This is an optimization exercise on Yosys and OpenROAD, whose aim is small area, a short achievable clock period and few clock cycles, not a production implementation.
No functional check of the RTL was part of any run shown here.
Power and IR drop assume default switching activity.

==> flow/design.v, too long to show whole: its modules and the start of the top module <==
// module cg_inv: 3 lines
// module cg_xor2: 3 lines
// module cg_xnor2: 3 lines
// module cg_and2: 3 lines
// module cg_nand2: 3 lines
// module cg_nor2: 3 lines
// module cg_nor2b: 3 lines
// module cg_a21oi: 3 lines
// module cg_o21ai: 3 lines
// module add32: 599 lines
// module add16: 251 lines
// module sh_mux2i: 3 lines
// module sh_right32: 26 lines
// module ex_alu: 28 lines
// module br_group: 4 lines
// module br_pre: 13 lines
// module br_merge: 24 lines
// module rf_aoi222: 3 lines
// module rf_nand2: 3 lines
// module rf_or11n: 3 lines
// module rf_wmux: 3 lines
// module rf_read: 14 lines
// module registers: 27 lines
// module inst_fetch: 14 lines
// module cpu_pipeline: 208 lines
module cpu_pipeline(
    input wire clk,
    input wire rst_n,
    output wire ibus_req,
    output wire [(32-1):0] ibus_addr,
    input wire [(32-1):0] ibus_rdata,
    input wire ibus_ready,
    output wire dbus_req,
    output wire dbus_we,
    output wire [(32-1):0] dbus_addr,
    output wire [(32-1):0] dbus_wdata,
    output wire [1:0] dbus_size,
    input wire [(32-1):0] dbus_rdata,
    input wire dbus_ready
);
  // ...
==> flow/flow/run.sh <==
#!/bin/bash
# Layout flow: the standard flow (standard.sh), with every input and
# output port buffered by buf_4 cells instead of the buffer cell that
# buffer_ports picks by default. Its full output goes to standard.log.
set -e
export BUFFER_PORTS_ARGS="-buffer_cell sky130_fd_sc_hd__buf_4"
bash standard.sh > standard.log 2>&1
==> flow/standard.sh <==
#!/bin/bash
# synth_recipe.tcl (not shown) runs the flow's synth.tcl, then flattens the netlist and writes it again
# the make line also repeats each setting of config.mk as NAME=value (left out here)
make -C /OpenROAD-flow-scripts/flow DESIGN_CONFIG=/design/flow/config.mk WORK_HOME=/design/flow/orfs CLKGATE_MAP_FILE= SYNTH_SCRIPT=/design/flow/synth_recipe.tcl "${@:-finish}"
==> flow/config.mk <==
export PLATFORM = sky130hd
export DESIGN_NAME = cpu_pipeline
export DESIGN_NICKNAME = cpu_pipeline
export VERILOG_FILES = /design/flow/design.v
export SDC_FILE = /design/flow/constraint.sdc
export NUM_CORES = 8
export LEC_CHECK = 0
export CAP_MARGIN = 30
export CORE_MARGIN = 2
export CORE_UTILIZATION = 40
export SETUP_SLACK_MARGIN = 3.6
export SLEW_MARGIN = 20
export SYNTH_HIERARCHICAL = 1
export SYNTH_MINIMUM_KEEP_SIZE = 0
==> flow/constraint.sdc <==
create_clock -name core_clock -period 8.0 [get_ports {clk}]
set_input_delay 1.6000 -clock core_clock [delete_from_list [all_inputs] [get_ports {clk}]]
set_output_delay 1.6000 -clock core_clock [all_outputs]
set_load 0.01 [all_outputs]
==> results.toml, run 1 <==
[clock_tree]
cts_buffer_depth = 3
cts_root_buf = "clkbuf_16"
numCtsBuffers = 131
worstSkewPairLatency_ps = 810
cts_sinks = 1159
post_cts_resized = 579

[layout]
final_nets = 5998
signal_buffers = 704
bufAreaShareNonClock_pct = 10.19
multi_input_area_sq_um = 34130
area_growth_pct = 32.19
seq_area_share_pct = 32.65
nClkBuffers = 193
seq_cells = 1159

[worst_setup_path]
r2r-end = "ex_agu_lo[9]$_DFF_P_"
r2r_start = "ex_f3[1]$_DFF_P_"
crit_start = "ibus_rdata[15]"
critical_path.most_common_cell = "buf_12"

[run_status]
status = "no timing/DRC/antenna violations"

[sta]
fin_skew_ps = 31.52
hold_ws_ps = 494.1
fin_crit_ps = 5055
setup_ws_ps = 2945

[power_and_ir_drop]
power.group.top = "the clock network"
clk-power_mw = 6.17
pwr-share-seq_pct = 43.9
switching_share_pct = 27.11
total_power_mw = 13.82

[detailed_routing]
dr_wl_met3_um = 46020
drt-initial-drc-count = 14170
routed_via_density = 7.490
detail-route-antenna-nets = 0

[hold_path]
hp-class = "register to register"

[global_routing]
grt_pass1_wl_um = 418800
overflow = 0
==> module rf_read, before the edit <==
module rf_read(input wire [31:1] sel, input wire [32*31-1:0] q, output wire [31:0] y);
    genvar b, g;
    generate for (b = 0; b < 32; b = b + 1) begin : bit_
        wire [10:0] t;
        for (g = 0; g < 10; g = g + 1) begin : grp
            rf_aoi222 u(.a1(sel[3*g+1]), .a2(q[32*(3*g+0) + b]),
                        .b1(sel[3*g+2]), .b2(q[32*(3*g+1) + b]),
                        .c1(sel[3*g+3]), .c2(q[32*(3*g+2) + b]),
                        .y(t[g]));
        end
        rf_nand2 u31(.a(sel[31]), .b(q[32*30 + b]), .y(t[10]));
        rf_or11n o(.a(t), .y(y[b]));
    end endgenerate
endmodule
==> module registers, before the edit <==
module registers(
    input wire clk,
    input wire [4:0] rs1_addr,
    input wire [4:0] rs2_addr,
    input wire [4:0] rd_addr,
    input wire [(32-1):0] rd_data,
    input wire rd_en,
    output wire [(32-1):0] rs1_out,
    output wire [(32-1):0] rs2_out
);
    reg [32*31-1:0] q;      
    wire [32*31-1:0] d;
    wire [31:1] sel1, sel2, we;
    genvar i, b;
    generate for (i = 1; i < 32; i = i + 1) begin : reg_
        assign sel1[i] = (rs1_addr == i);
        assign sel2[i] = (rs2_addr == i);
        assign we[i] = rd_en & (rd_addr == i);
        for (b = 0; b < 32; b = b + 1) begin : bit_
            rf_wmux m(.s(we[i]), .sn(~we[i]), .a(rd_data[b]), .b(q[32*(i-1) + b]), .y(d[32*(i-1) + b]));
        end
    end endgenerate
    always @(posedge clk)
        q <= d;
    rf_read p1(.sel(sel1), .q(q), .y(rs1_out));
    rf_read p2(.sel(sel2), .q(q), .y(rs2_out));
endmodule
==> module cpu_pipeline, before the edit <==
module cpu_pipeline(
    input wire clk,
    input wire rst_n,
    output wire ibus_req,
    output wire [(32-1):0] ibus_addr,
    input wire [(32-1):0] ibus_rdata,
    input wire ibus_ready,
    output wire dbus_req,
    output wire dbus_we,
    output wire [(32-1):0] dbus_addr,
    output wire [(32-1):0] dbus_wdata,
    output wire [1:0] dbus_size,
    input wire [(32-1):0] dbus_rdata,
    input wire dbus_ready
);
    reg ex_valid;
    reg [31:0] ex_rs1;
    reg [31:0] ex_b;     
    reg ex_sub;
    reg [31:16] ex_imm;   
    reg [4:0] ex_rd;
    reg [2:0] ex_f3;
    reg ex_f7;           
    reg ex_wr;           
    reg ex_lui, ex_auipc, ex_jal, ex_jalr, ex_br, ex_ld, ex_st, ex_opimm, ex_op;
    reg [7:0] ex_clt, ex_ceq;   
    reg ex_clt7s;
    reg [15:0] ex_agu_lo;   
    reg ex_agu_c16;
    reg ex_base_pc;      
    reg ex_base_rs;      
    reg [31:2] fetch_q;
    wire [31:2] seq_pc = fetch_q + {29'd0, ex_valid};
    wire [31:0] wb_data;
    wire [31:2] fetch_pc;
    wire ex_mem = ex_ld | ex_st;
    wire replay = ex_valid & ex_mem & ~dbus_ready;
    wire accept = ibus_ready & ~replay;
    assign ibus_addr = {fetch_pc, 2'b00};
    assign ibus_req = ~replay;
    always @(posedge clk or negedge rst_n) begin
        if (!rst_n)
            fetch_q <= 30'd0;
        else if (!replay)
            fetch_q <= fetch_pc;
    end
    wire [31:0] inst = ibus_rdata;
    wire [6:0] opc = inst[6:0];
    wire d_lui   = (opc == 7'b0110111);
    wire d_auipc = (opc == 7'b0010111);
    wire d_jal   = (opc == 7'b1101111);
    wire d_jalr  = (opc == 7'b1100111);
    wire d_br    = (opc == 7'b1100011);
    wire d_ld    = (opc == 7'b0000011);
    wire d_st    = (opc == 7'b0100011);
    wire d_opimm = (opc == 7'b0010011);
    wire d_op    = (opc == 7'b0110011);
    wire d_wr = (d_lui | d_auipc | d_jal | d_jalr | d_ld | d_opimm | d_op) & (inst[11:7] != 5'd0);
    wire d_sub = ((d_op | d_opimm) & (inst[14:13] == 2'b01)) |
                 (d_op & inst[30] & (inst[14:12] == 3'b000));
    wire [31:0] imm_i = {{20{inst[31]}}, inst[31:20]};
    wire [31:0] imm_s = {{20{inst[31]}}, inst[31:25], inst[11:7]};
    wire [31:0] imm_b = {{19{inst[31]}}, inst[31], inst[7], inst[30:25], inst[11:8], 1'b0};
    wire [31:0] imm_j = {{11{inst[31]}}, inst[31], inst[19:12], inst[20], inst[30:21], 1'b0};
    wire [31:0] imm_u = {inst[31:12], 12'd0};
    wire [31:0] imm = d_st ? imm_s :
                      d_br ? imm_b :
                      d_jal ? imm_j :
                      (d_lui | d_auipc) ? imm_u : imm_i;
    wire [4:0] rs1 = inst[19:15];
    wire [4:0] rs2 = inst[24:20];
    wire [31:0] rf_rs1, rf_rs2;
    wire wb_en = ex_valid & ex_wr;
    registers registers(
        .clk(clk),
        .rs1_addr(rs1),
        .rs2_addr(rs2),
        .rd_addr(ex_rd),
        .rd_data(wb_data),
        .rd_en(wb_en & ~replay),
        .rs1_out(rf_rs1),
        .rs2_out(rf_rs2)
    );
    wire fwd1 = wb_en & (ex_rd == rs1);
    wire fwd2 = wb_en & (ex_rd == rs2);
    wire [31:0] rs1v = fwd1 ? wb_data : rf_rs1;
    wire [31:0] rs2v = fwd2 ? wb_data : rf_rs2;
    wire d_base_pc = d_br | d_jal | d_auipc;
    wire d_base_rs = d_ld | d_st | d_jalr;
    wire [15:0] base_lo = ({16{d_base_pc}} & {fetch_pc[15:2], 2'b00}) | ({16{d_base_rs}} & rs1v[15:0]);
    wire [15:0] agu_lo;
    wire agu_c16;
    add16 agu_lo_add(.a(base_lo), .b(imm[15:0]), .cin(1'b0), .sum(agu_lo), .cout(agu_c16), .p(), .g());
    wire [7:0] d_clt, d_ceq;
    wire d_clt7s;
    br_pre br_pre(.a(rs1v), .b(rs2v), .lt(d_clt), .eq(d_ceq), .lt7s(d_clt7s));
    always @(posedge clk or negedge rst_n) begin
        if (!rst_n)
            ex_valid <= 1'b0;
        else
            ex_valid <= accept;
    end
    always @(posedge clk) begin
        ex_rs1 <= rs1v;
        ex_b <= {32{d_sub}} ^ (d_opimm ? imm_i : rs2v);
        ex_sub <= d_sub;
        ex_imm <= imm[31:16];
        ex_rd <= inst[11:7];
        ex_f3 <= inst[14:12];
        ex_f7 <= inst[30];
        ex_wr <= d_wr;
        ex_lui <= d_lui;
        ex_auipc <= d_auipc;
        ex_jal <= d_jal;
        ex_jalr <= d_jalr;
        ex_br <= d_br;
        ex_ld <= d_ld;
        ex_st <= d_st;
        ex_opimm <= d_opimm;
        ex_op <= d_op;
        ex_clt <= d_clt;
        ex_ceq <= d_ceq;
        ex_clt7s <= d_clt7s;
        ex_base_pc <= d_base_pc;
        ex_base_rs <= d_base_rs;
        ex_agu_lo <= agu_lo;
        ex_agu_c16 <= agu_c16;
    end
    wire [31:0] sum, x, n, shl, shr;
    wire alu_lts, alu_ltu;
    ex_alu alu(
        .a(ex_rs1),
        .b(ex_b),
        .sub(ex_sub),
        .arith(ex_f7),
        .left(ex_f3 == 3'b001),
        .sum(sum),
        .x(x),
        .n(n),
        .shl(shl),
        .shr(shr),
        .lt_s(alu_lts),
        .lt_u(alu_ltu)
    );
    wire [31:16] base_hi = ({16{ex_base_pc}} & fetch_q[31:16]) | ({16{ex_base_rs}} & ex_rs1[31:16]);
    wire [31:16] agu_hi;
    add16 agu_add(.a(base_hi), .b(ex_imm[31:16]), .cin(ex_agu_c16), .sum(agu_hi), .cout(), .p(), .g());
    wire [31:0] agu = {agu_hi, ex_agu_lo};
    wire eq, lt_u, lt_s;
    br_merge br_merge(
        .lt(ex_clt),
        .eq(ex_ceq),
        .lt7s(ex_clt7s),
        .eq_all(eq),
        .lt_u(lt_u),
        .lt_s(lt_s)
    );
    wire exb = ex_valid & ex_br;
    wire c_beq  = exb & (ex_f3 == 3'b000);
    wire c_bne  = exb & (ex_f3 == 3'b001);
    wire c_blt  = exb & (ex_f3 == 3'b100);
    wire c_bge  = exb & (ex_f3 == 3'b101);
    wire c_bltu = exb & (ex_f3 == 3'b110);
    wire c_bgeu = exb & (ex_f3 == 3'b111);
    wire jump = ex_valid & (ex_jal | ex_jalr);
    genvar gs;
    generate for (gs = 0; gs < 4; gs = gs + 1) begin : fsel
        localparam integer LO = 2 + 8 * gs;
        localparam integer W = (gs == 3) ? 6 : 8;
        inst_fetch #(.W(W)) f(
            .jump(jump),
            .c_beq(c_beq), .c_bne(c_bne), .c_blt(c_blt), .c_bge(c_bge),
            .c_bltu(c_bltu), .c_bgeu(c_bgeu),
            .eq(eq), .lt_s(lt_s), .lt_u(lt_u),
            .target(agu[LO+W-1:LO]),
            .seq(seq_pc[LO+W-1:LO]),
            .pc(fetch_pc[LO+W-1:LO])
        );
    end endgenerate
    wire [31:0] ld_data;
    assign ld_data[7:0] = dbus_rdata[7:0];
    assign ld_data[15:8] = (ex_f3 == 3'b000) ? {8{dbus_rdata[7]}} : dbus_rdata[15:8];
    assign ld_data[31:16] = (ex_f3 == 3'b000) ? {16{dbus_rdata[7]}} :
                            (ex_f3 == 3'b001) ? {16{dbus_rdata[15]}} : dbus_rdata[31:16];
    wire ex_alu_op = ex_opimm | ex_op;
    wire s_sum  = ex_alu_op & (ex_f3 == 3'b000);
    wire s_sll  = ex_alu_op & (ex_f3 == 3'b001);
    wire s_slt  = ex_alu_op & (ex_f3 == 3'b010);
    wire s_sltu = ex_alu_op & (ex_f3 == 3'b011);
    wire s_sr   = ex_alu_op & (ex_f3 == 3'b101);
    wire s_x    = ex_alu_op & ((ex_f3 == 3'b100) | (ex_f3 == 3'b110));   
    wire s_n    = ex_alu_op & ((ex_f3 == 3'b110) | (ex_f3 == 3'b111));   
    wire s_link = ex_jal | ex_jalr;
    assign wb_data = ({32{s_sum}} & sum) |
                     ({32{s_sll}} & shl) |
                     ({32{s_sr}} & shr) |
                     ({32{s_x}} & x) |
                     ({32{s_n}} & n) |
                     {31'd0, (s_slt & alu_lts) | (s_sltu & alu_ltu)} |
                     ({32{ex_ld}} & ld_data) |
                     ({32{s_link}} & {seq_pc, 2'b00}) |
                     ({32{ex_lui | ex_auipc}} & agu);
    assign dbus_req = ex_valid & ex_mem;
    assign dbus_we = ex_st;
    assign dbus_addr = agu;
    assign dbus_wdata = ex_b;
    assign dbus_size = {~ex_f3[1] & ex_f3[0], ~ex_f3[1] & ~ex_f3[0]};
endmodule
==> run 2, diff against run 1 <==
--- a/flow/design.v
+++ b/flow/design.v
@@ -979,16 +979,17 @@
 module rf_nand2(input wire a, b, output wire y);
     assign y = ~(a & b);
 endmodule
-module rf_or11n(input wire [10:0] a, output wire y);
+module rf_or12n(input wire [11:0] a, output wire y);
     assign y = ~&a;
 endmodule
 module rf_wmux(input wire s, sn, a, b, output wire y);
     assign y = (s & a) | (sn & b);
 endmodule
-module rf_read(input wire [31:1] sel, input wire [32*31-1:0] q, output wire [31:0] y);
+module rf_read(input wire [31:1] sel, input wire [32*31-1:0] q,
+               input wire byp, input wire [31:0] wd, output wire [31:0] y);
     genvar b, g;
     generate for (b = 0; b < 32; b = b + 1) begin : bit_
-        wire [10:0] t;
+        wire [11:0] t;
         for (g = 0; g < 10; g = g + 1) begin : grp
             rf_aoi222 u(.a1(sel[3*g+1]), .a2(q[32*(3*g+0) + b]),
                         .b1(sel[3*g+2]), .b2(q[32*(3*g+1) + b]),
@@ -996,7 +997,8 @@
                         .y(t[g]));
         end
         rf_nand2 u31(.a(sel[31]), .b(q[32*30 + b]), .y(t[10]));
-        rf_or11n o(.a(t), .y(y[b]));
+        rf_nand2 ub(.a(byp), .b(wd[b]), .y(t[11]));
+        rf_or12n o(.a(t), .y(y[b]));
     end endgenerate
 endmodule
 module registers(
@@ -1006,16 +1008,19 @@
     input wire [4:0] rd_addr,
     input wire [(32-1):0] rd_data,
     input wire rd_en,
+    input wire byp_en,       
     output wire [(32-1):0] rs1_out,
     output wire [(32-1):0] rs2_out
 );
     reg [32*31-1:0] q;      
     wire [32*31-1:0] d;
     wire [31:1] sel1, sel2, we;
+    wire byp1 = byp_en & (rd_addr == rs1_addr);
+    wire byp2 = byp_en & (rd_addr == rs2_addr);
     genvar i, b;
     generate for (i = 1; i < 32; i = i + 1) begin : reg_
-        assign sel1[i] = (rs1_addr == i);
-        assign sel2[i] = (rs2_addr == i);
+        assign sel1[i] = (rs1_addr == i) & ~byp1;
+        assign sel2[i] = (rs2_addr == i) & ~byp2;
         assign we[i] = rd_en & (rd_addr == i);
         for (b = 0; b < 32; b = b + 1) begin : bit_
             rf_wmux m(.s(we[i]), .sn(~we[i]), .a(rd_data[b]), .b(q[32*(i-1) + b]), .y(d[32*(i-1) + b]));
@@ -1023,8 +1028,8 @@
     end endgenerate
     always @(posedge clk)
         q <= d;
-    rf_read p1(.sel(sel1), .q(q), .y(rs1_out));
-    rf_read p2(.sel(sel2), .q(q), .y(rs2_out));
+    rf_read p1(.sel(sel1), .q(q), .byp(byp1), .wd(rd_data), .y(rs1_out));
+    rf_read p2(.sel(sel2), .q(q), .byp(byp2), .wd(rd_data), .y(rs2_out));
 endmodule
 module inst_fetch #(parameter W = 8) (
     input wire jump,           
@@ -1120,13 +1125,12 @@
         .rd_addr(ex_rd),
         .rd_data(wb_data),
         .rd_en(wb_en & ~replay),
+        .byp_en(wb_en),
         .rs1_out(rf_rs1),
         .rs2_out(rf_rs2)
     );
-    wire fwd1 = wb_en & (ex_rd == rs1);
-    wire fwd2 = wb_en & (ex_rd == rs2);
-    wire [31:0] rs1v = fwd1 ? wb_data : rf_rs1;
-    wire [31:0] rs2v = fwd2 ? wb_data : rf_rs2;
+    wire [31:0] rs1v = rf_rs1;
+    wire [31:0] rs2v = rf_rs2;
     wire d_base_pc = d_br | d_jal | d_auipc;
     wire d_base_rs = d_ld | d_st | d_jalr;
     wire [15:0] base_lo = ({16{d_base_pc}} & {fetch_pc[15:2], 2'b00}) | ({16{d_base_rs}} & rs1v[15:0]);
--- a/flow/config.mk
+++ b/flow/config.mk
@@ -8,7 +8,7 @@
 export CAP_MARGIN = 30
 export CORE_MARGIN = 2
 export CORE_UTILIZATION = 40
-export SETUP_SLACK_MARGIN = 3.6
+export SETUP_SLACK_MARGIN = 3.0
 export SLEW_MARGIN = 20
 export SYNTH_HIERARCHICAL = 1
 export SYNTH_MINIMUM_KEEP_SIZE = 0
==> results.toml, run 2 <==
[clock_tree]
cts.htree.levels = 4
cts_sinks = 1159
cts.reportedPaths.clkPinSlew_ps = 60
numCtsBuffers = 130
worstSkewPairLatency_ps = 790
cts_root_buf = "clkbuf_16"
cts_tree = "built"
cts_buffer_depth = 3

[worst_setup_path]
crit_end = "ex_agu_lo[8]$_DFF_P_"
slowest_delay_ps = 680
cp_max_fo = 8
path_buf_inv = 4
critPathSlowestCell = "a222oi_1"
critical_path.most_common_cell = "mux2i_1"
rr_worst_depth = 24
worstSetupEndpointType = "register"
crit_cells = 24
cp_top_family = "compound AO/OA/AOI/OAI gates"
r2r-end = "ex_agu_lo[8]$_DFF_P_"
arrival_ps = 6110
r2r_start = "ex_f3[1]$_DFF_P_"
ff2ff_setup_slack_ps = 2540
cp-start-kind = "register"
crit_start = "ex_f3[1]$_DFF_P_"
path_class = "register to register"
cp.required_ps = 8650
path_cells = "nand2b_4 -> buf_6 -> nor2_4 -> buf_12 -> buf_12 -> mux2i_4 -> mux2i_2 -> mux2i_1 -> mux2i_1 -> mux2i_1 -> mux2i_1 -> a222oi_1 -> nand3_4 -> buf_12 -> nand2_2 -> nand4_1 -> or3_4 -> a22o_4 -> and2_4 -> a21oi_4 -> o21ai_4 -> a21oi_4 -> o21ai_2 -> xor2_1"

[layout]
final_area_sq_um = 68130
layout_commonest_cell = "dfxtp_1"
area_growth_pct = 26.55
fill_cells = 11860
drive_gt1_share_pct = 24.30
largest_reg_flops = 992
final_cell_mix = "1,077 x dfxtp_1, 1,029 x a22o_1, 681 x a222oi_1"
reg_top3 = "registers.q x992, ex_b x32, ex_rs1 x32"
final_nets = 5699
largest_register = "registers.q"

[sta]
min_period_over_period_pct = 68.29
worst_slew_pin_slew_ps = 1222
fmax_ghz = 0.1830
rsz0062_at_grt = "yes"
finalHoldViolCount = 0
fin_skew_ps = 31.08
timing.slew.headroom_pct = 18.50
report.final.slew_viol_count = 0
setup_violations = 0
setup_tns_ps = 0
fin_crit_ps = 5463

[logic_synthesis]
synth_warnings = 10
synth_area_sq_um = 53830
synth.avg_cell_area_sq_um = 10.62
syn_inst = 5069

[global_routing]
grt_pass1_wl_um = 404300
grt_usage_pct = 40.95
overflow = 0
antenna_found_initial = 19
grt_max_degree = 36
grt_pass1_vias = 51530

[floorplanning]
die_h_um = 370.9
ioPinCount = 169
fp-row-count = 134
core_area_sq_um = 133500
die_area_sq_um = 137500
fp.dieW_um = 370.9
start_util_pct = 40.34

[detailed_routing]
dr.pass1.iters = 15
routed_via_density = 7.499
vias = 56010
drc = 0
wl_per_cell_um = 39.89
detail-route-antenna-nets = 0
wl_um = 297900
drt-initial-drc-count = 13760

[placed_design]
portBuffers = 166
place.gp.congestion = 1.095
dpl.hpwl_um = 191500
placed_area_sq_um = 59740

[power_and_ir_drop]
powerDensity_nw_per_um2 = 195.6
leakage_nw = 24.47
peakVddDrop_v = 0.0001922

[run_status]
status = "no timing/DRC/antenna violations"

[flow_run]
drv_cap = 0

[hold_path]
hp-class = "register to register"
run 2: cell type report:
cell class / count / area [sq um] / area share [%]
Multi-Input combinational cell: 3685 / 32830 / 48.18
Timing Repair Buffer: 518 / 4876 / 7.157
Inverter: 98 / 374.1 / 0.5491
Clock inverter: 35 / 464.2 / 0.6813
Timing Repair inverter: 1 / 5.005 / 0.007346
Tap cell: 1768 / 2212 / 3.247
Antenna cell: 10 / 25.02 / 0.03673
Sequential cell: 1159 / 23470 / 34.45
Clock buffer: 195 / 3876 / 5.690
run 2: how the worst min path moves through the flow:
stage                                  start                        to  slack (ps)  cells past startpoint
finish              registers.q[290]$_DFF_P_  registers.q[290]$_DFF_P_         500                      1
global route        registers.q[840]$_DFF_P_  registers.q[840]$_DFF_P_         510                      1
CTS                 registers.q[991]$_DFF_P_  registers.q[991]$_DFF_P_         490                      1
detailed placement  registers.q[591]$_DFF_P_  registers.q[591]$_DFF_P_         470                      1
global placement    registers.q[594]$_DFF_P_  registers.q[594]$_DFF_P_         470                      1
floorplan             registers.q[0]$_DFF_P_    registers.q[0]$_DFF_P_         460                      1
run 2: stage by stage:
stage | power [mW] | utilization [%] | setup WS (ps) | instances | hold WS (ps)
after floorplan | 6.496 | - | 2487 | 5075 | 459.9
after global placement | 6.984 | 44.45 | 1550 | 7055 | 472.6
after detailed placement | 6.990 | 44.76 | 1554 | 7072 | 475.0
after CTS | 13.14 | 49.75 | 2765 | 7389 | 494.7
after global routing | 13.57 | 51.03 | 2419 | 7460 | 507.3
final | 13.32 | 51.05 | 2537 | 7469 | 496.4
run 2: metal layers:
| layer | global-route usage, % | vias up | routed length (um) |
|---|---|---|---|
| met4 | 31.31 | 20 | 28860 |
| met5 | 0.03497 | - | 168 |
| li1 | - | 22610 | - |
| met2 | 60.49 | 4924 | 124200 |
| met1 | 47.89 | 27270 | 101700 |
| met3 | 15.49 | 1187 | 43020 |
run 2: where the power goes:
part           total (mW)  switching, mW  internal, mW
Combinational        1.13          0.685         0.449
Sequential           5.99          0.149          5.84
Clock                6.20           2.61          3.60
run 2: what timing repair did:
item | CTS | global route
pin swaps | 71 | 75
resized for setup | 273 | 220
setup endpoints to repair | 365 | 83
endpoints found under the hold margin | 0 | 0
gates cloned | 8 | 5
hold buffers | 0 | 0
setup buffers | 79 | 57
==> run 3, diff against run 2 <==
--- a/flow/design.v
+++ b/flow/design.v
@@ -624,257 +624,6 @@
     cg_xnor2 sx31(.a(p[31]), .b(n243), .y(sum[31]));
     assign cout = n246;
 endmodule
-module add16(
-    input wire [15:0] a,
-    input wire [15:0] b,
-    input wire cin,
-    output wire [15:0] sum,
-    output wire cout,
-    output wire [15:0] p,     
-    output wire [15:0] g      
-);
-    cg_xor2 px0(.a(a[0]), .b(b[0]), .y(p[0]));
-    cg_and2 gx0(.a(a[0]), .b(b[0]), .y(g[0]));
-    cg_xor2 px1(.a(a[1]), .b(b[1]), .y(p[1]));
-    cg_and2 gx1(.a(a[1]), .b(b[1]), .y(g[1]));
-    cg_xor2 px2(.a(a[2]), .b(b[2]), .y(p[2]));
-    cg_and2 gx2(.a(a[2]), .b(b[2]), .y(g[2]));
-    cg_xor2 px3(.a(a[3]), .b(b[3]), .y(p[3]));
-    cg_and2 gx3(.a(a[3]), .b(b[3]), .y(g[3]));
-    cg_xor2 px4(.a(a[4]), .b(b[4]), .y(p[4]));
-    cg_and2 gx4(.a(a[4]), .b(b[4]), .y(g[4]));
-    cg_xor2 px5(.a(a[5]), .b(b[5]), .y(p[5]));
-    cg_and2 gx5(.a(a[5]), .b(b[5]), .y(g[5]));
-    cg_xor2 px6(.a(a[6]), .b(b[6]), .y(p[6]));
-    cg_and2 gx6(.a(a[6]), .b(b[6]), .y(g[6]));
-    cg_xor2 px7(.a(a[7]), .b(b[7]), .y(p[7]));
-    cg_and2 gx7(.a(a[7]), .b(b[7]), .y(g[7]));
-    cg_xor2 px8(.a(a[8]), .b(b[8]), .y(p[8]));
-    cg_and2 gx8(.a(a[8]), .b(b[8]), .y(g[8]));
-    cg_xor2 px9(.a(a[9]), .b(b[9]), .y(p[9]));
-    cg_and2 gx9(.a(a[9]), .b(b[9]), .y(g[9]));
-    cg_xor2 px10(.a(a[10]), .b(b[10]), .y(p[10]));
-    cg_and2 gx10(.a(a[10]), .b(b[10]), .y(g[10]));
-    cg_xor2 px11(.a(a[11]), .b(b[11]), .y(p[11]));
-    cg_and2 gx11(.a(a[11]), .b(b[11]), .y(g[11]));
-    cg_xor2 px12(.a(a[12]), .b(b[12]), .y(p[12]));
-    cg_and2 gx12(.a(a[12]), .b(b[12]), .y(g[12]));
-    cg_xor2 px13(.a(a[13]), .b(b[13]), .y(p[13]));
-    cg_and2 gx13(.a(a[13]), .b(b[13]), .y(g[13]));
-    cg_xor2 px14(.a(a[14]), .b(b[14]), .y(p[14]));
-    cg_and2 gx14(.a(a[14]), .b(b[14]), .y(g[14]));
-    cg_xor2 px15(.a(a[15]), .b(b[15]), .y(p[15]));
-    cg_and2 gx15(.a(a[15]), .b(b[15]), .y(g[15]));
-    wire n1;
-    cg_a21oi u1(.a1(p[0]), .a2(cin), .b1(g[0]), .y(n1));
-    wire n2;
-    cg_a21oi u2(.a1(p[1]), .a2(g[0]), .b1(g[1]), .y(n2));
-    wire n3;
-    cg_nand2 u3(.a(p[1]), .b(p[0]), .y(n3));
-    wire n4;
-    cg_a21oi u4(.a1(p[2]), .a2(g[1]), .b1(g[2]), .y(n4));
-    wire n5;
-    cg_nand2 u5(.a(p[2]), .b(p[1]), .y(n5));
-    wire n6;
-    cg_a21oi u6(.a1(p[3]), .a2(g[2]), .b1(g[3]), .y(n6));
-    wire n7;
-    cg_nand2 u7(.a(p[3]), .b(p[2]), .y(n7));
-    wire n8;
-    cg_a21oi u8(.a1(p[4]), .a2(g[3]), .b1(g[4]), .y(n8));
-    wire n9;
-    cg_nand2 u9(.a(p[4]), .b(p[3]), .y(n9));
-    wire n10;
-    cg_a21oi u10(.a1(p[5]), .a2(g[4]), .b1(g[5]), .y(n10));
-    wire n11;
-    cg_nand2 u11(.a(p[5]), .b(p[4]), .y(n11));
-    wire n12;
-    cg_a21oi u12(.a1(p[6]), .a2(g[5]), .b1(g[6]), .y(n12));
-    wire n13;
-    cg_nand2 u13(.a(p[6]), .b(p[5]), .y(n13));
-    wire n14;
-    cg_a21oi u14(.a1(p[7]), .a2(g[6]), .b1(g[7]), .y(n14));
-    wire n15;
-    cg_nand2 u15(.a(p[7]), .b(p[6]), .y(n15));
-    wire n16;
-    cg_a21oi u16(.a1(p[8]), .a2(g[7]), .b1(g[8]), .y(n16));
-    wire n17;
-    cg_nand2 u17(.a(p[8]), .b(p[7]), .y(n17));
-    wire n18;
-    cg_a21oi u18(.a1(p[9]), .a2(g[8]), .b1(g[9]), .y(n18));
-    wire n19;
-    cg_nand2 u19(.a(p[9]), .b(p[8]), .y(n19));
-    wire n20;
-    cg_a21oi u20(.a1(p[10]), .a2(g[9]), .b1(g[10]), .y(n20));
-    wire n21;
-    cg_nand2 u21(.a(p[10]), .b(p[9]), .y(n21));
-    wire n22;
-    cg_a21oi u22(.a1(p[11]), .a2(g[10]), .b1(g[11]), .y(n22));
-    wire n23;
-    cg_nand2 u23(.a(p[11]), .b(p[10]), .y(n23));
-    wire n24;
-    cg_a21oi u24(.a1(p[12]), .a2(g[11]), .b1(g[12]), .y(n24));
-    wire n25;
-    cg_nand2 u25(.a(p[12]), .b(p[11]), .y(n25));
-    wire n26;
-    cg_a21oi u26(.a1(p[13]), .a2(g[12]), .b1(g[13]), .y(n26));
-    wire n27;
-    cg_nand2 u27(.a(p[13]), .b(p[12]), .y(n27));
-    wire n28;
-    cg_a21oi u28(.a1(p[14]), .a2(g[13]), .b1(g[14]), .y(n28));
-    wire n29;
-    cg_nand2 u29(.a(p[14]), .b(p[13]), .y(n29));
-    wire n30;
-    cg_a21oi u30(.a1(p[15]), .a2(g[14]), .b1(g[15]), .y(n30));
-    wire n31;
-    cg_nand2 u31(.a(p[15]), .b(p[14]), .y(n31));
-    wire n32;
-    cg_inv u32(.a(cin), .y(n32));
-    wire n33;
-    cg_o21ai u33(.a1(n3), .a2(n32), .b1(n2), .y(n33));
-    wire n34;
-    cg_o21ai u34(.a1(n5), .a2(n1), .b1(n4), .y(n34));
-    wire n35;
-    cg_o21ai u35(.a1(n7), .a2(n2), .b1(n6), .y(n35));
-    wire n36;
-    cg_nor2 u36(.a(n7), .b(n3), .y(n36));
-    wire n37;
-    cg_o21ai u37(.a1(n9), .a2(n4), .b1(n8), .y(n37));
-    wire n38;
-    cg_nor2 u38(.a(n9), .b(n5), .y(n38));
-    wire n39;
-    cg_o21ai u39(.a1(n11), .a2(n6), .b1(n10), .y(n39));
-    wire n40;
-    cg_nor2 u40(.a(n11), .b(n7), .y(n40));
-    wire n41;
-    cg_o21ai u41(.a1(n13), .a2(n8), .b1(n12), .y(n41));
-    wire n42;
-    cg_nor2 u42(.a(n13), .b(n9), .y(n42));
-    wire n43;
-    cg_o21ai u43(.a1(n15), .a2(n10), .b1(n14), .y(n43));
-    wire n44;
-    cg_nor2 u44(.a(n15), .b(n11), .y(n44));
-    wire n45;
-    cg_o21ai u45(.a1(n17), .a2(n12), .b1(n16), .y(n45));
-    wire n46;
-    cg_nor2 u46(.a(n17), .b(n13), .y(n46));
-    wire n47;
-    cg_o21ai u47(.a1(n19), .a2(n14), .b1(n18), .y(n47));
-    wire n48;
-    cg_nor2 u48(.a(n19), .b(n15), .y(n48));
-    wire n49;
-    cg_o21ai u49(.a1(n21), .a2(n16), .b1(n20), .y(n49));
-    wire n50;
-    cg_nor2 u50(.a(n21), .b(n17), .y(n50));
-    wire n51;
-    cg_o21ai u51(.a1(n23), .a2(n18), .b1(n22), .y(n51));
-    wire n52;
-    cg_nor2 u52(.a(n23), .b(n19), .y(n52));
-    wire n53;
-    cg_o21ai u53(.a1(n25), .a2(n20), .b1(n24), .y(n53));
-    wire n54;
-    cg_nor2 u54(.a(n25), .b(n21), .y(n54));
-    wire n55;
-    cg_o21ai u55(.a1(n27), .a2(n22), .b1(n26), .y(n55));
-    wire n56;
-    cg_nor2 u56(.a(n27), .b(n23), .y(n56));
-    wire n57;
-    cg_o21ai u57(.a1(n29), .a2(n24), .b1(n28), .y(n57));
-    wire n58;
-    cg_nor2 u58(.a(n29), .b(n25), .y(n58));
-    wire n59;
-    cg_o21ai u59(.a1(n31), .a2(n26), .b1(n30), .y(n59));
-    wire n60;
-    cg_nor2 u60(.a(n31), .b(n27), .y(n60));
-    wire n61;
-    cg_a21oi u61(.a1(n36), .a2(cin), .b1(n35), .y(n61));
-    wire n62;
-    cg_inv u62(.a(n1), .y(n62));
-    wire n63;
-    cg_a21oi u63(.a1(n38), .a2(n62), .b1(n37), .y(n63));
-    wire n64;
-    cg_a21oi u64(.a1(n40), .a2(n33), .b1(n39), .y(n64));
-    wire n65;
-    cg_a21oi u65(.a1(n42), .a2(n34), .b1(n41), .y(n65));
-    wire n66;
-    cg_a21oi u66(.a1(n44), .a2(n35), .b1(n43), .y(n66));
-    wire n67;
-    cg_nand2 u67(.a(n44), .b(n36), .y(n67));
-    wire n68;
-    cg_a21oi u68(.a1(n46), .a2(n37), .b1(n45), .y(n68));
-    wire n69;
-    cg_nand2 u69(.a(n46), .b(n38), .y(n69));
-    wire n70;
-    cg_a21oi u70(.a1(n48), .a2(n39), .b1(n47), .y(n70));
-    wire n71;
-    cg_nand2 u71(.a(n48), .b(n40), .y(n71));
-    wire n72;
-    cg_a21oi u72(.a1(n50), .a2(n41), .b1(n49), .y(n72));
-    wire n73;
-    cg_nand2 u73(.a(n50), .b(n42), .y(n73));
-    wire n74;
-    cg_a21oi u74(.a1(n52), .a2(n43), .b1(n51), .y(n74));
-    wire n75;
-    cg_nand2 u75(.a(n52), .b(n44), .y(n75));
-    wire n76;
-    cg_a21oi u76(.a1(n54), .a2(n45), .b1(n53), .y(n76));
-    wire n77;
-    cg_nand2 u77(.a(n54), .b(n46), .y(n77));
-    wire n78;
-    cg_a21oi u78(.a1(n56), .a2(n47), .b1(n55), .y(n78));
-    wire n79;
-    cg_nand2 u79(.a(n56), .b(n48), .y(n79));
-    wire n80;
-    cg_a21oi u80(.a1(n58), .a2(n49), .b1(n57), .y(n80));
-    wire n81;
-    cg_nand2 u81(.a(n58), .b(n50), .y(n81));
-    wire n82;
-    cg_a21oi u82(.a1(n60), .a2(n51), .b1(n59), .y(n82));
-    wire n83;
-    cg_nand2 u83(.a(n60), .b(n52), .y(n83));
-    wire n84;
-    cg_o21ai u84(.a1(n67), .a2(n32), .b1(n66), .y(n84));
-    wire n85;
-    cg_o21ai u85(.a1(n69), .a2(n1), .b1(n68), .y(n85));
-    wire n86;
-    cg_inv u86(.a(n33), .y(n86));
-    wire n87;
-    cg_o21ai u87(.a1(n71), .a2(n86), .b1(n70), .y(n87));
-    wire n88;
-    cg_inv u88(.a(n34), .y(n88));
-    wire n89;
-    cg_o21ai u89(.a1(n73), .a2(n88), .b1(n72), .y(n89));
-    wire n90;
-    cg_o21ai u90(.a1(n75), .a2(n61), .b1(n74), .y(n90));
-    wire n91;
-    cg_o21ai u91(.a1(n77), .a2(n63), .b1(n76), .y(n91));
-    wire n92;
-    cg_o21ai u92(.a1(n79), .a2(n64), .b1(n78), .y(n92));
-    wire n93;
-    cg_o21ai u93(.a1(n81), .a2(n65), .b1(n80), .y(n93));
-    wire n94;
-    cg_o21ai u94(.a1(n83), .a2(n66), .b1(n82), .y(n94));
-    wire n95;
-    cg_nor2 u95(.a(n83), .b(n67), .y(n95));
-    wire n96;
-    cg_a21oi u96(.a1(n95), .a2(cin), .b1(n94), .y(n96));
-    cg_xor2 sx0(.a(p[0]), .b(cin), .y(sum[0]));
-    cg_xnor2 sx1(.a(p[1]), .b(n1), .y(sum[1]));
-    cg_xor2 sx2(.a(p[2]), .b(n33), .y(sum[2]));
-    cg_xor2 sx3(.a(p[3]), .b(n34), .y(sum[3]));
-    cg_xnor2 sx4(.a(p[4]), .b(n61), .y(sum[4]));
-    cg_xnor2 sx5(.a(p[5]), .b(n63), .y(sum[5]));
-    cg_xnor2 sx6(.a(p[6]), .b(n64), .y(sum[6]));
-    cg_xnor2 sx7(.a(p[7]), .b(n65), .y(sum[7]));
-    cg_xor2 sx8(.a(p[8]), .b(n84), .y(sum[8]));
-    cg_xor2 sx9(.a(p[9]), .b(n85), .y(sum[9]));
-    cg_xor2 sx10(.a(p[10]), .b(n87), .y(sum[10]));
-    cg_xor2 sx11(.a(p[11]), .b(n89), .y(sum[11]));
-    cg_xor2 sx12(.a(p[12]), .b(n90), .y(sum[12]));
-    cg_xor2 sx13(.a(p[13]), .b(n91), .y(sum[13]));
-    cg_xor2 sx14(.a(p[14]), .b(n92), .y(sum[14]));
-    cg_xor2 sx15(.a(p[15]), .b(n93), .y(sum[15]));
-    cg_inv co(.a(n96), .y(cout));
-endmodule
 module sh_mux2i(input wire s, input wire a1, input wire a0, output wire y);
     assign y = ~(s ? a1 : a0);
 endmodule
@@ -1064,7 +813,7 @@
     reg [31:0] ex_rs1;
     reg [31:0] ex_b;     
     reg ex_sub;
-    reg [31:16] ex_imm;   
+    reg [31:0] ex_imm;
     reg [4:0] ex_rd;
     reg [2:0] ex_f3;
     reg ex_f7;           
@@ -1072,8 +821,6 @@
     reg ex_lui, ex_auipc, ex_jal, ex_jalr, ex_br, ex_ld, ex_st, ex_opimm, ex_op;
     reg [7:0] ex_clt, ex_ceq;   
     reg ex_clt7s;
-    reg [15:0] ex_agu_lo;   
-    reg ex_agu_c16;
     reg ex_base_pc;      
     reg ex_base_rs;      
     reg [31:2] fetch_q;
@@ -1131,12 +878,6 @@
     );
     wire [31:0] rs1v = rf_rs1;
     wire [31:0] rs2v = rf_rs2;
-    wire d_base_pc = d_br | d_jal | d_auipc;
-    wire d_base_rs = d_ld | d_st | d_jalr;
-    wire [15:0] base_lo = ({16{d_base_pc}} & {fetch_pc[15:2], 2'b00}) | ({16{d_base_rs}} & rs1v[15:0]);
-    wire [15:0] agu_lo;
-    wire agu_c16;
-    add16 agu_lo_add(.a(base_lo), .b(imm[15:0]), .cin(1'b0), .sum(agu_lo), .cout(agu_c16), .p(), .g());
     wire [7:0] d_clt, d_ceq;
     wire d_clt7s;
     br_pre br_pre(.a(rs1v), .b(rs2v), .lt(d_clt), .eq(d_ceq), .lt7s(d_clt7s));
@@ -1150,7 +891,7 @@
         ex_rs1 <= rs1v;
         ex_b <= {32{d_sub}} ^ (d_opimm ? imm_i : rs2v);
         ex_sub <= d_sub;
-        ex_imm <= imm[31:16];
+        ex_imm <= imm;
         ex_rd <= inst[11:7];
         ex_f3 <= inst[14:12];
         ex_f7 <= inst[30];
@@ -1167,10 +908,8 @@
         ex_clt <= d_clt;
         ex_ceq <= d_ceq;
         ex_clt7s <= d_clt7s;
-        ex_base_pc <= d_base_pc;
-        ex_base_rs <= d_base_rs;
-        ex_agu_lo <= agu_lo;
-        ex_agu_c16 <= agu_c16;
+        ex_base_pc <= d_br | d_jal | d_auipc;
+        ex_base_rs <= d_ld | d_st | d_jalr;
     end
     wire [31:0] sum, x, n, shl, shr;
     wire alu_lts, alu_ltu;
@@ -1188,10 +927,9 @@
         .lt_s(alu_lts),
         .lt_u(alu_ltu)
     );
-    wire [31:16] base_hi = ({16{ex_base_pc}} & fetch_q[31:16]) | ({16{ex_base_rs}} & ex_rs1[31:16]);
-    wire [31:16] agu_hi;
-    add16 agu_add(.a(base_hi), .b(ex_imm[31:16]), .cin(ex_agu_c16), .sum(agu_hi), .cout(), .p(), .g());
-    wire [31:0] agu = {agu_hi, ex_agu_lo};
+    wire [31:0] base = ({32{ex_base_pc}} & {fetch_q, 2'b00}) | ({32{ex_base_rs}} & ex_rs1);
+    wire [31:0] agu;
+    add32 agu_add(.a(base), .b(ex_imm), .cin(1'b0), .sum(agu), .cout(), .p(), .g());
     wire eq, lt_u, lt_s;
     br_merge br_merge(
         .lt(ex_clt),
@@ -1245,7 +983,8 @@
                      {31'd0, (s_slt & alu_lts) | (s_sltu & alu_ltu)} |
                      ({32{ex_ld}} & ld_data) |
                      ({32{s_link}} & {seq_pc, 2'b00}) |
-                     ({32{ex_lui | ex_auipc}} & agu);
+                     ({32{ex_lui}} & ex_imm) |
+                     ({32{ex_auipc}} & agu);
     assign dbus_req = ex_valid & ex_mem;
     assign dbus_we = ex_st;
     assign dbus_addr = agu;
==> results.toml, run 3 <==
[run_status]
status = "no timing/DRC/antenna violations"

[global_routing]
grt_usage_pct = 41.45
grt_pass1_wl_um = 411300
grt_pass1_vias = 51580
overflow = 0
antenna_found_initial = 42
grt_max_degree = 36

[floorplanning]
ioPinCount = 169
die_h_um = 372.3
fp-row-count = 135
start_util_pct = 40.20
core_area_sq_um = 135000
die_area_sq_um = 138600
fp.dieW_um = 372.3

[flow_run]
drv_cap = 0

[sta]
setup_violations = 0
fmax_ghz = 0.1927
report.final.slew_viol_count = 0
rsz0062_at_grt = "yes"
finalHoldViolCount = 0
fin_crit_ps = 5191
min_period_over_period_pct = 64.88
hold_ws_ps = 497.0
worst_slew_pin_slew_ps = 1219
timing.slew.headroom_pct = 18.72
fin_skew_ps = 101.6
setup_tns_ps = 0

[worst_setup_path]
slowest_delay_ps = 490
critical_path.most_common_cell = "nand2_1"
cp_max_fo = 33
cp_top_family = "simple AND/OR/NAND/NOR gates"
path_buf_inv = 2
worstSetupEndpointType = "register"
cp-start-kind = "register"
path_class = "register to register"
arrival_ps = 5890
cp.required_ps = 8700
path_cells = "xor2_2 -> buf_4 -> nand2_1 -> o21ai_4 -> a21oi_2 -> o21ai_2 -> a21oi_2 -> xnor2_1 -> and3_1 -> a221oi_1 -> and4_1 -> o311ai_4 -> buf_4 -> nand2_1 -> nand4_1 -> or3_4 -> ha_1 -> nand2_1 -> o21a_1"
critPathSlowestCell = "dfxtp_4"

[placed_design]
dpl.hpwl_um = 197300
portBuffers = 166
place.gp.congestion = 1.089

[power_and_ir_drop]
p_int_mw = 9.787
pwr-share-seq_pct = 45.3
p_clk_share_pct = 47.0
net-switching-power_mw = 3.422
peakVddDrop_v = 0.0002025
leakage_nw = 24.49
comb_power_share_pct = 7.7
switching_share_pct = 25.91
powerDensity_nw_per_um2 = 195.5

[detailed_routing]
routed_via_density = 7.603
wl_um = 306600
drt-initial-drc-count = 13850
vias = 57230
wl_per_cell_um = 40.73
drc = 0
dr.pass1.iters = 14
detail-route-antenna-nets = 0

[layout]
layout_commonest_cell = "dfxtp_1"
final_nets = 5736
drive_gt1_share_pct = 23.30
fill_cells = 12040
largest_register = "registers.q"
final_cell_mix = "1,096 x dfxtp_1, 1,008 x a22o_1, 679 x a222oi_1"
area_growth_pct = 24.54
largest_reg_flops = 992

[logic_synthesis]
synth_area_sq_um = 54260
syn_inst = 5169
synth.avg_cell_area_sq_um = 10.50
synth_warnings = 10

[clock_tree]
cts.htree.levels = 3
hold_buffers = 0
cts_root_buf = "clkbuf_16"
worstSkewPairLatency_ps = 830
cts_sinks = 1158
cts_tree = "built"
cts_buffer_depth = 3
numCtsBuffers = 121
cts.reportedPaths.clkPinSlew_ps = 60

[hold_path]
hp-class = "register to register"
[run 3: cell types whose count changed in the layout (fill, tap and decap cells not counted), moves of 18 or more]
| cell | change |
|---|---|
| nand2_1 | +45 |
| buf_6 | -28 |
| or3_1 | +28 |
| or3_4 | -26 |
| a22o_1 | -21 |
| dfxtp_1 | +19 |
| clkbuf_1 | -18 |
[run 3: cell type report]
| cell class | instances | area (sq um) | area share, % |
|---|---|---|---|
| clock inverter | 55 | 788.3 | 1.167 |
| timing repair inverter | 1 | 5.005 | 0.007406 |
| tap | 1781 | 2228 | 3.298 |
| sequential | 1158 | 23410 | 34.65 |
| timing repair buffer | 468 | 4208 | 6.227 |
| antenna | 11 | 27.53 | 0.04074 |
| clock buffer | 173 | 3585 | 5.305 |
| inverter | 93 | 352.8 | 0.5222 |
| multi-input combinational | 3787 | 32970 | 48.79 |
[run 3: worst paths after layout]
kind | from | endpoint | slack, ps | depth (start not counted)
max reg2reg | ex_rs1[1]$_DFF_P_ | ex_clt[7]$_DFF_P_ | 2810 | 19
min in group asynchronous | rst_n | fetch_q[3]$_DFFE_PN0N_ | 740 | 1
min | registers.q[324]$_DFF_P_ | registers.q[324]$_DFF_P_ | 500 | 1
max | ex_rs1[1]$_DFF_P_ | ex_clt[7]$_DFF_P_ | 2810 | 19
max in group asynchronous | rst_n | ex_valid$_DFF_PN0_ | 6860 | 1
min reg2reg | registers.q[324]$_DFF_P_ | registers.q[324]$_DFF_P_ | 500 | 1
[run 3: timing repair]
action | CTS | global route
gates cloned | 3 | 4
endpoints found under the setup margin | 143 | 77
setup buffers | 26 | 64
resized for setup | 206 | 265
pin swaps | 27 | 73
[run 3: through the flow]
stage                     setup WS [ps]  area [sq um]  instances  util, %  power, mW
after global routing               2814         67550       7517    50.05      13.44
after detailed placement           1892         59980       7191    44.44      6.954
final                              2809         67570       7527    50.07      13.21
after CTS                          2948         65630       7448    48.63      13.07
after global placement             1723         59400       7166    44.02      6.952
after floorplan                    3005         54560       5175        -      6.477
[run 3: worst reg2reg max path: cells and delay by family (launching register included)]
family,cells,cell delay [ps]
buffers and inverters,2,520
xor gates and xnor gates,2,430
and+or+nand+nor,7,1730
adders and majority gates,1,310
AOI/OAI and AO/OA,7,1610
DFF,1,490
[run 3: power groups by stage]
stage                     combinational [mW]  sequential, mW  clock, mW
after CTS                              0.903            5.97       6.20
after global placement                 0.857            6.10          0
after global routing                    1.02            5.98       6.43
after detailed placement               0.861            6.09          0
after floorplan                        0.445            6.03          0
final                                   1.01            5.98       6.21
[run 3: metal layers]
metal	up-vias	GRT usage, %	part of all wire (%)
li1	22750	-	-
met1	28050	51.32	36
met2	5151	59.53	40
met3	1240	15.73	15
met4	36	27.75	8.8
met5	-	0	0.081
==> run 4, diff against run 3 <==
--- a/flow/design.v
+++ b/flow/design.v
@@ -722,6 +722,26 @@
     assign lt_u = lt[7] | (eq[7] & l60);
     assign lt_s = lt7s | (eq[7] & l60);
 endmodule
+module wb_ao22n(input wire a1, input wire a2, input wire b1, input wire b2, output wire y);
+    assign y = ~((a1 & a2) | (b1 & b2));
+endmodule
+module wb_nand5(input wire [4:0] a, output wire y);
+    assign y = ~&a;
+endmodule
+module ex_mem(
+    input wire [9:0] s,
+    input wire [32*10-1:0] d,    
+    output wire [31:0] y
+);
+    genvar b, k;
+    generate for (b = 0; b < 32; b = b + 1) begin : bit_
+        wire [4:0] t;
+        for (k = 0; k < 5; k = k + 1) begin : pair
+            wb_ao22n u(.a1(s[2*k]), .a2(d[32*(2*k) + b]), .b1(s[2*k+1]), .b2(d[32*(2*k+1) + b]), .y(t[k]));
+        end
+        wb_nand5 o(.a(t), .y(y[b]));
+    end endgenerate
+endmodule
 module rf_aoi222(input wire a1, a2, b1, b2, c1, c2, output wire y);
     assign y = ~((a1 & a2) | (b1 & b2) | (c1 & c2));
 endmodule
@@ -975,16 +995,12 @@
     wire s_x    = ex_alu_op & ((ex_f3 == 3'b100) | (ex_f3 == 3'b110));   
     wire s_n    = ex_alu_op & ((ex_f3 == 3'b110) | (ex_f3 == 3'b111));   
     wire s_link = ex_jal | ex_jalr;
-    assign wb_data = ({32{s_sum}} & sum) |
-                     ({32{s_sll}} & shl) |
-                     ({32{s_sr}} & shr) |
-                     ({32{s_x}} & x) |
-                     ({32{s_n}} & n) |
-                     {31'd0, (s_slt & alu_lts) | (s_sltu & alu_ltu)} |
-                     ({32{ex_ld}} & ld_data) |
-                     ({32{s_link}} & {seq_pc, 2'b00}) |
-                     ({32{ex_lui}} & ex_imm) |
-                     ({32{ex_auipc}} & agu);
+    ex_mem result(
+        .s({ex_lui, s_link, ex_auipc, s_slt | s_sltu, ex_ld, s_n, s_sr, s_sll, s_x, s_sum}),
+        .d({ex_imm, {seq_pc, 2'b00}, agu, {31'd0, (s_slt & alu_lts) | (s_sltu & alu_ltu)},
+            ld_data, n, shr, shl, x, sum}),
+        .y(wb_data)
+    );
     assign dbus_req = ex_valid & ex_mem;
     assign dbus_we = ex_st;
     assign dbus_addr = agu;
==> results.toml, run 4 <==
[detailed_routing]
drc = 0
routed_via_density = 7.626
dr.pass1.iters = 17
wl_um = 312500
vias = 58120
drt-initial-drc-count = 13910
wl_per_cell_um = 41.01
detail-route-antenna-nets = 0

[clock_tree]
cts_buffer_depth = 3
cts.htree.levels = 3
cts_tree = "built"
cts_root_buf = "clkbuf_16"
cts_sinks = 1158
hold_buffers = 0
worstSkewPairLatency_ps = 780
cts.reportedPaths.clkPinSlew_ps = 60
numCtsBuffers = 120

[power_and_ir_drop]
pwr-share-seq_pct = 46.0
powerDensity_nw_per_um2 = 189.8
total_power_mw = 13.01
p_clk_share_pct = 45.8
switching_share_pct = 25.81
peakVddDrop_v = 0.0001731
net-switching-power_mw = 3.358
leakage_nw = 24.63
p_int_mw = 9.653
comb_power_share_pct = 8.2

[sta]
min_period_over_period_pct = 63.73
timing.slew.headroom_pct = 22.18
worst_slew_pin_slew_ps = 1167
setup_violations = 0
finalHoldViolCount = 0
fmax_ghz = 0.1961
rsz0062_at_grt = "yes"
setup_tns_ps = 0
fin_skew_ps = 51.51
report.final.slew_viol_count = 0
fin_crit_ps = 5099

[layout]
drive_gt1_share_pct = 25.63
final_area_sq_um = 68540
layout_commonest_cell = "dfxtp_1"
final_nets = 5813
finalCoreUtilization_pct = 49.98
final_cell_mix = "1,097 x dfxtp_1, 997 x a22o_1, 644 x a222oi_1"
largest_reg_flops = 992
largest_register = "registers.q"
area_growth_pct = 24.22

[worst_setup_path]
ff2ff_setup_slack_ps = 3060
crit_end = "ibus_addr[14]"
r2r-end = "ex_clt[0]$_DFF_P_"
rr_worst_depth = 20
cp-start-kind = "register"
path_class = "register to primary output"
cp.required_ps = 6400
r2r_start = "ex_b[7]$_DFF_P_"
arrival_ps = 3500
crit_start = "ex_base_pc$_DFF_P_"
worstSetupEndpointType = "primary output"
cp_max_fo = 12

[global_routing]
overflow = 0
grt_usage_pct = 40.71
grt_pass1_vias = 53010
grt_pass1_wl_um = 415800
antenna_found_initial = 23
grt_max_degree = 36

[logic_synthesis]
synth_area_sq_um = 55180
syn_inst = 5157
synth.avg_cell_area_sq_um = 10.70
synth_warnings = 10

[hold_path]
hp-class = "register to register"

[run_status]
status = "no timing/DRC/antenna violations"

[floorplanning]
die_h_um = 375.4
core_area_sq_um = 137200
fp-row-count = 136
start_util_pct = 40.23
die_area_sq_um = 140900
fp.dieW_um = 375.4
ioPinCount = 169

[flow_run]
drv_cap = 0

[placed_design]
dpl.hpwl_um = 183900
placed_area_sq_um = 60820
portBuffers = 166
place.gp.congestion = 1.066
[run 4: cell type report]
type                    instances  area (sq um)
fillers                     12270         68610
multi-input cells            3855         34460
flip-flops and latches       1158         23390
repair buffers                478          3857
clock buffers                 182          3684
well taps                    1794          2245
clock inverters                39         490.5
inverters                      93         356.6
diodes                         21         52.55
repair inverters                1         5.005
[run 4: worst min path at each step]
| stage | endpoint | from | depth (start not counted) |
|---|---|---|---|
| finish | registers.q[322]$_DFF_P_ | registers.q[322]$_DFF_P_ | 1 |
| global route | registers.q[530]$_DFF_P_ | registers.q[530]$_DFF_P_ | 1 |
| CTS | registers.q[71]$_DFF_P_ | registers.q[71]$_DFF_P_ | 1 |
| detailed placement | registers.q[151]$_DFF_P_ | registers.q[151]$_DFF_P_ | 1 |
| global placement | registers.q[589]$_DFF_P_ | registers.q[589]$_DFF_P_ | 1 |
| floorplan | registers.q[0]$_DFF_P_ | registers.q[0]$_DFF_P_ | 1 |
[run 4: critical path, stage by stage (launching register included)]
cell and delay [ps]:
dfxtp_4 410, buf_12 170, a22o_4 290, xor2_4 230
nand2_1 200, nor2_2 220, nand2_1 150, o21ai_4 250
xor2_2 380, mux2_2 280, buf_4 130
[run 4: what timing repair did]
item	in CTS	in global routing
endpoints found under the setup margin	137	82
pin swaps	32	33
buffers inserted	51	76
gates cloned	10	15
gates resized for setup	271	141
[run 4: routing by layer]
| metal | wire length (um) | global-route usage [%] | vias up |
|---|---|---|---|
| met5 | 268 | 0.03431 | - |
| met2 | 125700 | 58.93 | 5494 |
| met4 | 34540 | 33.79 | 16 |
| met3 | 48400 | 14.88 | 1529 |
| met1 | 103600 | 47.95 | 28050 |
| li1 | - | - | 23030 |
[run 4: through the flow]
stage / hold WS (ps) / std cells / setup slack, ps
5_1_grt: 508.3 / 7606 / 2833
3_3_place_gp: 472.4 / 7223 / 2180
4_1_cts: 496.5 / 7508 / 2922
2_1_floorplan: 459.9 / 5196 / 3005
3_5_place_dp: 476.6 / 7226 / 2217
6_report: 496.5 / 7621 / 2901
[run 4: power groups by stage]
stage	sequential [mW]	clock, mW	combinational, mW
floorplan	6.03	0	0.491
global placement	6.09	0	0.893
detailed placement	6.09	0	0.897
CTS	5.97	5.94	0.971
global route	5.99	6.19	1.08
finish	5.98	5.96	1.06
==> run 5, diff against run 4 <==
--- a/flow/design.v
+++ b/flow/design.v
@@ -748,17 +748,16 @@
 module rf_nand2(input wire a, b, output wire y);
     assign y = ~(a & b);
 endmodule
-module rf_or12n(input wire [11:0] a, output wire y);
+module rf_or11n(input wire [10:0] a, output wire y);
     assign y = ~&a;
 endmodule
 module rf_wmux(input wire s, sn, a, b, output wire y);
     assign y = (s & a) | (sn & b);
 endmodule
-module rf_read(input wire [31:1] sel, input wire [32*31-1:0] q,
-               input wire byp, input wire [31:0] wd, output wire [31:0] y);
+module rf_read(input wire [31:1] sel, input wire [32*31-1:0] q, output wire [31:0] y);
     genvar b, g;
     generate for (b = 0; b < 32; b = b + 1) begin : bit_
-        wire [11:0] t;
+        wire [10:0] t;
         for (g = 0; g < 10; g = g + 1) begin : grp
             rf_aoi222 u(.a1(sel[3*g+1]), .a2(q[32*(3*g+0) + b]),
                         .b1(sel[3*g+2]), .b2(q[32*(3*g+1) + b]),
@@ -766,8 +765,7 @@
                         .y(t[g]));
         end
         rf_nand2 u31(.a(sel[31]), .b(q[32*30 + b]), .y(t[10]));
-        rf_nand2 ub(.a(byp), .b(wd[b]), .y(t[11]));
-        rf_or12n o(.a(t), .y(y[b]));
+        rf_or11n o(.a(t), .y(y[b]));
     end endgenerate
 endmodule
 module registers(
@@ -777,19 +775,16 @@
     input wire [4:0] rd_addr,
     input wire [(32-1):0] rd_data,
     input wire rd_en,
-    input wire byp_en,       
     output wire [(32-1):0] rs1_out,
     output wire [(32-1):0] rs2_out
 );
     reg [32*31-1:0] q;      
     wire [32*31-1:0] d;
     wire [31:1] sel1, sel2, we;
-    wire byp1 = byp_en & (rd_addr == rs1_addr);
-    wire byp2 = byp_en & (rd_addr == rs2_addr);
     genvar i, b;
     generate for (i = 1; i < 32; i = i + 1) begin : reg_
-        assign sel1[i] = (rs1_addr == i) & ~byp1;
-        assign sel2[i] = (rs2_addr == i) & ~byp2;
+        assign sel1[i] = (rs1_addr == i);
+        assign sel2[i] = (rs2_addr == i);
         assign we[i] = rd_en & (rd_addr == i);
         for (b = 0; b < 32; b = b + 1) begin : bit_
             rf_wmux m(.s(we[i]), .sn(~we[i]), .a(rd_data[b]), .b(q[32*(i-1) + b]), .y(d[32*(i-1) + b]));
@@ -797,8 +792,8 @@
     end endgenerate
     always @(posedge clk)
         q <= d;
-    rf_read p1(.sel(sel1), .q(q), .byp(byp1), .wd(rd_data), .y(rs1_out));
-    rf_read p2(.sel(sel2), .q(q), .byp(byp2), .wd(rd_data), .y(rs2_out));
+    rf_read p1(.sel(sel1), .q(q), .y(rs1_out));
+    rf_read p2(.sel(sel2), .q(q), .y(rs2_out));
 endmodule
 module inst_fetch #(parameter W = 8) (
     input wire jump,           
@@ -892,12 +887,13 @@
         .rd_addr(ex_rd),
         .rd_data(wb_data),
         .rd_en(wb_en & ~replay),
-        .byp_en(wb_en),
         .rs1_out(rf_rs1),
         .rs2_out(rf_rs2)
     );
-    wire [31:0] rs1v = rf_rs1;
-    wire [31:0] rs2v = rf_rs2;
+    wire fwd1 = wb_en & (ex_rd == rs1);
+    wire fwd2 = wb_en & (ex_rd == rs2);
+    wire [31:0] rs1v = fwd1 ? wb_data : rf_rs1;
+    wire [31:0] rs2v = fwd2 ? wb_data : rf_rs2;
     wire [7:0] d_clt, d_ceq;
     wire d_clt7s;
     br_pre br_pre(.a(rs1v), .b(rs2v), .lt(d_clt), .eq(d_ceq), .lt7s(d_clt7s));
==> results.toml, run 5 <==
[run_status]
status = "no timing/DRC/antenna violations"

[clock_tree]
cts_buffer_depth = 3
cts_root_buf = "clkbuf_16"
cts.reportedPaths.clkPinSlew_ps = 70
worstSkewPairLatency_ps = 800
cts.htree.levels = 3
cts_tree = "built"
numCtsBuffers = 119
cts_sinks = 1158
hold_buffers = 0

[power_and_ir_drop]
pwr-share-seq_pct = 46.2
peakVddDrop_v = 0.0002039
net-switching-power_mw = 3.541
leakage_nw = 24.94
p_int_mw = 9.648
p_clk_share_pct = 44.2
powerDensity_nw_per_um2 = 196.4
total_power_mw = 13.19
switching_share_pct = 26.85
comb_power_share_pct = 9.6

[placed_design]
dpl.hpwl_um = 192100
portBuffers = 166
placedCellCount = 7323
pre_cts_slack_ps = 1974
place.gp.congestion = 1.065

[flow_run]
drv_cap = 0

[sta]
worst_slew_pin_slew_ps = 1128
rsz0062_at_grt = "yes"
fmax_ghz = 0.1955
fin_crit_ps = 5116
finalHoldViolCount = 0
setup_violations = 0
min_period_over_period_pct = 63.95
setup_ws_ps = 2884
fin_skew_ps = 73.57
timing.slew.headroom_pct = 24.61
setup_tns_ps = 0
report.final.slew_viol_count = 0

[global_routing]
overflow = 0
grt_pass1_vias = 52470
antenna_found_initial = 56
grt_pass1_wl_um = 417400
grt_max_degree = 36
grt_usage_pct = 40.88

[hold_path]
hp-class = "register to register"
whs_endpoint = "registers.q[288]$_DFF_P_"
hold_start = "registers.q[288]$_DFF_P_"
holdPathStages = 1

[layout]
fill_cells = 12620
fin_cells = 7618
layout_commonest_cell = "dfxtp_1"
largest_register = "registers.q"
finalCoreUtilization_pct = 48.86
area_growth_pct = 21.24
largest_reg_flops = 992
final_nets = 5812
final_cell_mix = "1,097 x dfxtp_1, 1,000 x a22o_1, 644 x a222oi_1"
drive_gt1_share_pct = 22.76

[detailed_routing]
routed_via_density = 7.561
drt-initial-drc-count = 14340
wl_per_cell_um = 40.08
drc = 0
vias = 57600
wl_um = 305300
dr.pass1.iters = 17
detail-route-antenna-nets = 0

[worst_setup_path]
ff2ff_setup_slack_ps = 3160
cp-start-kind = "register"
worstSetupEndpointType = "primary output"
rr_worst_depth = 18
critPathSlowestCell = "dfxtp_4"
r2r_start = "ex_b[0]$_DFF_P_"
critical_path.most_common_cell = "a21oi_2"
path_class = "register to primary output"
cp.required_ps = 6400
path_cells = "clkbuf_16 -> a22o_4 -> xor2_4 -> a21oi_2 -> o21ai_2 -> a21oi_2 -> o21ai_1 -> a21oi_2 -> xnor2_4 -> mux2_2 -> buf_4"
arrival_ps = 3520
slowest_delay_ps = 400
r2r-end = "ex_clt[7]$_DFF_P_"
cp_max_fo = 16

[floorplanning]
die_h_um = 376.2
core_area_sq_um = 137500
start_util_pct = 40.29
ioPinCount = 169
fp-row-count = 136
die_area_sq_um = 141500
fp.dieW_um = 376.2

[logic_synthesis]
synth_area_sq_um = 55400
synth.avg_cell_area_sq_um = 10.56
syn_inst = 5244
synth_warnings = 10
run 5: worst max-delay path by stage:
stage	startpoint	end	slack [ps]	cells after the start
5_1_grt	ex_base_rs$_DFF_P_	ibus_addr[30]	2840	11
6_report	ex_base_rs$_DFF_P_	ibus_addr[17]	2880	11
3_5_place_dp	ex_f3[0]$_DFF_P_	ex_clt[7]$_DFF_P_	1970	17
3_3_place_gp	ex_f3[0]$_DFF_P_	ex_clt7s$_DFF_P_	1920	17
2_1_floorplan	ex_f3[0]$_DFF_P_	ex_clt[4]$_DFF_P_	3000	21
4_1_cts	ex_base_rs$_DFF_P_	ibus_addr[30]	2900	11
run 5: critical path, delay by kind of cell, from the launching register on:
family / cells / cell delay [ps]
AOI/OAI and AO/OA: 6 / 1250
muxes: 1 / 340
DFF: 1 / 400
buffers and inverters: 2 / 380
xor gates and xnor gates: 2 / 330
run 5: layer usage:
layer	share of wire [%]	up-vias	track usage, %	wire [um]
met5	0.24	-	0.7547	734
met4	8.4	56	27.23	25720
met3	15	1246	15.02	44760
met2	41	5040	59.56	125000
met1	36	28110	50.24	109100
li1	-	23140	-	-
run 5: area by class of cell:
cell class | count | area [sq um] | share of cell area [%]
repair inverters | 1 | 5.005 | 0.007451
multi-input cells | 3934 | 33780 | 50.29
clock inverters | 48 | 559.3 | 0.8326
flip-flops and latches | 1158 | 23380 | 34.81
clock buffers | 170 | 3462 | 5.154
well taps | 1794 | 2245 | 3.342
inverters | 87 | 346.6 | 0.5160
diodes | 21 | 52.55 | 0.07823
repair buffers | 405 | 3333 | 4.962
run 5: repair_timing:
action                                  4_1_cts  5_1_grt
resized for setup                           193      104
pin swaps                                    12       19
cloned                                        5        2
endpoints found under the setup margin      662       59
setup buffers                                20       28
run 5: power groups by stage:
stage | Sequential, mW | Combinational, mW | Clock (mW)
after floorplan | 6.12 | 0.630 | 0
after detailed placement | 6.19 | 1.12 | 0
final | 6.09 | 1.26 | 5.83
after global placement | 6.19 | 1.12 | 0
after CTS | 6.07 | 1.18 | 5.83
after global routing | 6.10 | 1.29 | 6.06
run 5: stage by stage:
step / hold slack [ps] / instance area (sq um)
floorplan: 459.9 / 55750
global placement: 472.5 / 60670
detailed placement: 476.9 / 60980
CTS: 496.5 / 66280
global route: 509.4 / 67130
finish: 495.5 / 67170

==> separate check: timing with driven ports <==
Ports are ideal in the flow. The routed layouts listed here were re-timed in OpenROAD.
Step 1 assumes that a clkbuf_16 drives the clock port and a buf_2 every other input.
Step 2 times the ports against the registers' clock, not the clock port: input delays grow and output delays shrink by t, the midpoint of the rising clock arrivals with the driver on.
a / b / c = ideal ports / drivers / drivers and shift; a / b = the first two.
| run | t (ns) | slack for setup (ns) | clock arrival spread, ns | worst slew at a driven data input, ns | pins driven straight from the clock port |
|---|---|---|---|---|---|
| run 1 | 0.886 | 2.945 / 2.900 / 2.014 | 0.035 / 0.036 | 0.21 | 1 |
| run 2 | 0.851 | 2.537 / 2.537 / 1.768 | 0.031 / 0.031 | 0.08 | 1 |
| run 3 | 0.850 | 2.809 / 2.748 / 1.971 | 0.103 / 0.103 | 0.12 | 1 |
| run 4 | 0.841 | 2.901 / 2.815 / 2.110 | 0.052 / 0.051 | 0.11 | 1 |
| run 5 | 0.848 | 2.884 / 2.797 / 2.170 | 0.074 / 0.074 | 0.06 | 1 |
After both steps setup and hold are still met in every run listed. For run 1, which loses most, drivers alone change the setup slack by -0.045 ns; drivers and shift together by -0.931 ns.
